What follows belongs to an exercise in optimizing a design on an open flow for small area, a short achievable clock period and few clock cycles per item; a production flow would make more cautious choices.
Function was checked by simulation only, so behaviour that the tests miss may differ from the original.
Power is estimated from default activity; no workload was simulated.

tundra:
==> flow/design.v <==
module JAM (
    input CLK,
    input RST,
    output reg [2:0] W,
    output reg [2:0] J,
    input [6:0] Cost,
    output reg [3:0] MatchCount,
    output reg [9:0] MinCost,
    output reg Valid );
localparam [2:0] S_SCAN = 3'd0,   
                 S_WAIT = 3'd1,   
                 S_DEC  = 3'd2,   
                 S_A0   = 3'd3,   
                 S_ADJ  = 3'd4,   
                 S_DFS  = 3'd5,   
                 S_DONE = 3'd6;
localparam [1:0] T_NONE = 2'd0, T_SCAN = 2'd1, T_ADJ = 2'd2, T_A0 = 2'd3;
reg [2:0]  cs;
reg [1:0]  dcnt;
reg        fix;           
reg        adj_end;
reg        aug;           
reg [7:0]  wv   [0:7];    
reg [7:0]  mv   [0:7];    
reg [3:0]  way  [0:7];    
reg [2:0]  p    [0:7];    
reg [7:0]  mt;            
reg [7:0]  used;
reg [2:0]  row;           
reg [3:0]  j0;            
reg [6:0]  dl;            
reg [9:0]  pre;           
reg [9:0]  base;          
reg [7:0]  best;
reg [2:0]  j1;
reg [2:0]  jj;            
reg [1:0]  r_tag;
reg [6:0]  r_cost;
reg [7:0]  r_w;
reg [7:0]  r_m;
reg        r_u;
reg [2:0]  r_col;
reg [2:0]  r_row;
reg [1:0]  s1_tag;
reg [9:0]  s1_cb;
reg [7:0]  s1_w;
reg [7:0]  s1_m;
reg [2:0]  s1_col;
reg [2:0]  s1_row;
reg [1:0]  s2_tag;
reg [9:0]  s2_x;
reg [7:0]  s2_m;
reg [2:0]  s2_col;
reg [2:0]  s2_row;
reg        n_val;
reg [7:0]  nmv;
reg [2:0]  n_col;
reg [9:0]  rmin;
reg [7:0]  arow;
reg [2:0]  lvl;
reg [7:0]  dused;
reg [7:0]  rem;
reg [2:0]  cst [0:4];
reg [2:0]  pm;
reg        pmv;
integer q;
function [3:0] next_free;
  input [7:0] u;
  input [3:0] from;
  integer n;
  begin
    next_free = 4'd8;
    for (n = 7; n >= 0; n = n - 1)
      if (!u[n] && n >= from) next_free = n;
  end
endfunction
function [2:0] lowest;
  input [7:0] m;
  integer n;
  begin
    lowest = 3'd0;
    for (n = 7; n >= 0; n = n - 1)
      if (m[n]) lowest = n;
  end
endfunction
function [2:0] perm3;
  input [7:0] r5, r6, r7, f;
  reg [7:0] e1, e3, e2;
  reg a1, a2, a3, b1, b2, b3, c1, c2, c3;
  integer n;
  begin
    e1 = f & (~f + 8'd1);
    e3 = 8'd0;
    for (n = 0; n < 8; n = n + 1)
      if (f[n]) e3 = 8'd1 << n;
    e2 = f & ~e1 & ~e3;
    a1 = |(r5 & e1); a2 = |(r5 & e2); a3 = |(r5 & e3);
    b1 = |(r6 & e1); b2 = |(r6 & e2); b3 = |(r6 & e3);
    c1 = |(r7 & e1); c2 = |(r7 & e2); c3 = |(r7 & e3);
    perm3 = {2'b00, a1 & b2 & c3} + {2'b00, a1 & b3 & c2} + {2'b00, a2 & b1 & c3}
          + {2'b00, a2 & b3 & c1} + {2'b00, a3 & b1 & c2} + {2'b00, a3 & b2 & c1};
  end
endfunction
wire [3:0]  nf_scan  = next_free(fix ? 8'd0 : used, {1'b0, J} + 4'd1);
wire [3:0]  nf_first = next_free(used, 4'd0);
wire [7:0]  wnew = r_u ? r_w + {1'b0, dl} - r_m : r_w;
wire [7:0]  xsat = (|s2_x[9:7]) ? 8'hff : {1'b0, s2_x[6:0]};
wire        xlt  = j0[3] | (xsat < s2_m);
wire [2:0]  dj      = lowest(rem);
wire [7:0]  dused_d = dused | (8'd1 << dj);
wire [2:0]  cprev   = cst[lvl - 3'd1];
wire [7:0]  dused_b = dused & ~(8'd1 << cprev);
wire [7:0]  gtmask  = 8'hfe << cprev;
always @(posedge CLK or posedge RST) begin
  if (RST) begin
    cs <= S_SCAN;
    dcnt <= 2'd0;
    W <= 3'd0;
    J <= 3'd0;
    row <= 3'd0;
    j0 <= 4'd8;
    used <= 8'd0;
    mt <= 8'd0;
    dl <= 7'd0;
    base <= 10'd0;
    best <= 8'hff;
    fix <= 1'b1;
    aug <= 1'b0;
    adj_end <= 1'b0;
    r_tag <= T_NONE;
    s1_tag <= T_NONE;
    s2_tag <= T_NONE;
    n_val <= 1'b0;
    pmv <= 1'b0;
    MinCost <= 10'd0;
    MatchCount <= 4'd0;
    Valid <= 1'b0;
    for (q = 0; q < 8; q = q + 1)
      wv[q] <= 8'd0;
  end else begin
    r_tag <= T_NONE;
    r_cost <= Cost;
    r_w <= wv[J];
    r_m <= mv[J];
    r_u <= fix & used[J];
    r_col <= J;
    r_row <= W;
    s1_tag <= r_tag;
    s1_cb <= {3'd0, r_cost} + base;
    s1_w <= wnew;
    s1_m <= r_m;
    s1_col <= r_col;
    s1_row <= r_row;
    if (r_tag != T_NONE && r_u) wv[r_col] <= wnew;
    if (r_tag == T_A0) base <= pre - {3'd0, r_cost};
    s2_tag <= s1_tag;
    s2_x <= s1_cb + {2'd0, s1_w};
    s2_m <= s1_m;
    s2_col <= s1_col;
    s2_row <= s1_row;
    n_val <= 1'b0;
    nmv <= xlt ? xsat : s2_m;
    n_col <= s2_col;
    if (s2_tag == T_SCAN) begin
      n_val <= 1'b1;
      if (xlt) mv[s2_col] <= xsat;
      if (!j0[3] && xlt) way[s2_col] <= j0;
    end
    if (s2_tag == T_ADJ) begin
      if (s2_col == 3'd0 || s2_x < rmin) begin
        rmin <= s2_x;
        arow <= 8'd1 << s2_col;
      end else if (s2_x == rmin)
        arow <= arow | (8'd1 << s2_col);
      if (s2_col == 3'd7)
        mv[s2_row] <= (s2_x < rmin) ? (8'd1 << s2_col) :
                      (s2_x == rmin) ? (arow | (8'd1 << s2_col)) : arow;
    end
    if (n_val && nmv < best) begin
      best <= nmv;
      j1 <= n_col;
    end
    if (aug) begin
      if (way[jj][3]) begin
        p[jj] <= row;
        row <= row + 3'd1;
        MinCost <= MinCost + {3'd0, dl};
        aug <= 1'b0;
      end else begin
        p[jj] <= p[way[jj][2:0]];
        jj <= way[jj][2:0];
      end
    end
    pmv <= 1'b0;
    if (pmv) MatchCount <= MatchCount + {1'b0, pm};
    case (cs)
      S_SCAN: begin
        r_tag <= T_SCAN;
        if (nf_scan[3]) begin
          dcnt <= 2'd0;
          cs <= S_WAIT;
        end else
          J <= nf_scan[2:0];
      end
      S_WAIT: begin
        dcnt <= dcnt + 2'd1;
        if (dcnt == 2'd3) begin
          if (adj_end) begin
            lvl <= 3'd0;
            dused <= 8'd0;
            rem <= mv[0];
            MatchCount <= 4'd0;
            cs <= S_DFS;
          end else
            cs <= S_DEC;
        end
      end
      S_DEC: begin
        best <= 8'hff;
        dl <= best[6:0];
        fix <= 1'b0;
        if (j0[3]) begin
          for (q = 0; q < 8; q = q + 1)
            way[q] <= 4'd8;
        end
        if (mt[j1]) begin
          used <= (fix ? 8'd0 : used) | (8'd1 << j1);
          j0 <= {1'b0, j1};
          W <= p[j1];
          J <= j1;
          cs <= S_A0;
        end else begin
          if (fix) used <= 8'd0;
          mt[j1] <= 1'b1;
          jj <= j1;
          aug <= 1'b1;
          fix <= 1'b1;
          j0 <= 4'd8;
          base <= 10'd0;
          J <= 3'd0;
          if (row == 3'd7) begin
            W <= 3'd0;
            cs <= S_ADJ;
          end else begin
            W <= row + 3'd1;
            cs <= S_SCAN;
          end
        end
      end
      S_A0: begin
        r_tag <= T_A0;
        pre <= {3'd0, dl} - {2'd0, wv[j0[2:0]]};
        J <= nf_first[2:0];
        cs <= S_SCAN;
      end
      S_ADJ: begin
        r_tag <= T_ADJ;
        J <= J + 3'd1;
        if (J == 3'd7) begin
          W <= W + 3'd1;
          fix <= 1'b0;
          if (W == 3'd7) begin
            adj_end <= 1'b1;
            dcnt <= 2'd0;
            cs <= S_WAIT;
          end
        end
      end
      S_DFS: begin
        if (lvl == 3'd5) begin
          pm <= perm3(mv[5], mv[6], mv[7], ~dused);
          pmv <= 1'b1;
        end
        if (lvl != 3'd5 && rem != 8'd0) begin
          cst[lvl] <= dj;
          dused <= dused_d;
          rem <= mv[lvl + 3'd1] & ~dused_d;
          lvl <= lvl + 3'd1;
        end else if (lvl == 3'd0) begin
          Valid <= 1'b1;
          cs <= S_DONE;
        end else begin
          dused <= dused_b;
          rem <= mv[lvl - 3'd1] & ~dused_b & gtmask;
          lvl <= lvl - 3'd1;
        end
      end
      default: ;
    endcase
  end
end
endmodule
export LEC_CHECK = 0
export ABC_CLOCK_PERIOD_IN_PS = 2500
export CAP_MARGIN = 20
export CORE_MARGIN = 2
export CORE_UTILIZATION = 40
export SETUP_SLACK_MARGIN = 1.0
export SLEW_MARGIN = 20
create_clock -name core_clock -period 4.0 [get_ports {CLK}]
run.sh (not shown) runs the stock make flow with config.mk's settings and CLKGATE_MAP_FILE= SYNTH_SCRIPT=/design/flow/synth_recipe.tcl, a recipe that flattens the netlist after the stock synthesis.
tundra finished end to end and its layout was clean on timing, DRC and antenna.
Testbench counts of tundra, summed over its fixed seeds: cycles 6,555, tables 18.
Setup changes, tundra to fjord
# tundra
export LEC_CHECK = 0
export ABC_CLOCK_PERIOD_IN_PS = 2500
export CAP_MARGIN = 20
export CORE_MARGIN = 2
export CORE_UTILIZATION = 40
export SETUP_SLACK_MARGIN = 1.0
export SLEW_MARGIN = 20
create_clock -name core_clock -period 4.0 [get_ports {CLK}]
# fjord
export LEC_CHECK = 0
export CAP_MARGIN = 20
export CORE_MARGIN = 2
export CORE_UTILIZATION = 40
export SLEW_MARGIN = 20
create_clock -name core_clock -period 4.0 [get_ports {CLK}]
Results
- The clock share of power number comes out higher for fjord vs tundra.
- Relative to tundra, the maximum achievable frequency of fjord is lower by 9.7%.
- Going from tundra to fjord, cell internal power dissipation decreased 8.0%; final worst setup slack now smaller; global-route track usage on met3 now sits higher; slew at the pin with the worst max-slew slack decreased by 0.10 ns relative to the old numbers.
- tundra vs fjord, uppermost metal layer occupied by signal nets: met4 vs met5
For raven, these inputs were changed with respect to fjord:
# fjord
export LEC_CHECK = 0
export CAP_MARGIN = 20
export CORE_MARGIN = 2
export CORE_UTILIZATION = 40
export SLEW_MARGIN = 20
create_clock -name core_clock -period 4.0 [get_ports {CLK}]
# raven
export LEC_CHECK = 0
export CAP_MARGIN = 20
export CORE_MARGIN = 2
export CORE_UTILIZATION = 40
export SETUP_SLACK_MARGIN = 1.5
export SLEW_MARGIN = 20
create_clock -name core_clock -period 4.0 [get_ports {CLK}]
### Flow results
- Proportion of cell area occupied by registers down 7.0 points in raven wrt fjord
- Diff fjord -> raven: setup slack climbed 0.34 ns; multi-input logic portion of the cell area increased by 2.1 points relative to the old numbers; worst voltage drop across the vdd grid now sits higher; number of buffers created by CTS increased about 2%.
- Going from fjord to raven, number of antenna violations at the first check in global routing shows a reduction of 2, utilization shows an increase of 8.6 points.
- Compare raven and fjord | number of buffers other than clock buffers in the final layout lower: fjord
- Data arrival at the endpoint of the critical path: raven vs fjord down 0.34 ns
- Routed wire length (higher): raven
- Measured against each other, raven and fjord differ in power share of the combinational group, the higher figure coming from raven.

## afterwards: timing with drivers on the ports
How much do the figures lean on ideal ports? The routed layouts below were timed once more, with nothing changed but the port constraints.
Step 1 (the two cells are an assumption about what drives the block):
set clk [get_ports {CLK}]
set_driving_cell -lib_cell sky130_fd_sc_hd__clkbuf_16 $clk
set_driving_cell -lib_cell sky130_fd_sc_hd__buf_2 [delete_from_list [all_inputs] $clk]
Step 2 times the ports against the registers' clock, not the clock port: input delays grow and output delays shrink by t, the midpoint of the rising clock arrivals with the driver on.
Slacks: ideal / step 1 / step 2; pairs: ideal / step 1.
run | shift t [ns] | slack for setup (ns) | hold slack, ns | worst setup path after step 2 | cell pins on the clock port's net
tundra | 0.658 | 0.577 / 0.577 / 0.577 | 0.349 / 0.349 / 0.349 | register to register | 1
fjord | 0.649 | 0.208 / 0.208 / 0.208 | 0.362 / 0.362 / 0.362 | register to register | 1
raven | 0.657 | 0.547 / 0.547 / 0.547 | 0.361 / 0.361 / 0.361 | register to register | 1
After both steps setup and hold are still met in every run listed.
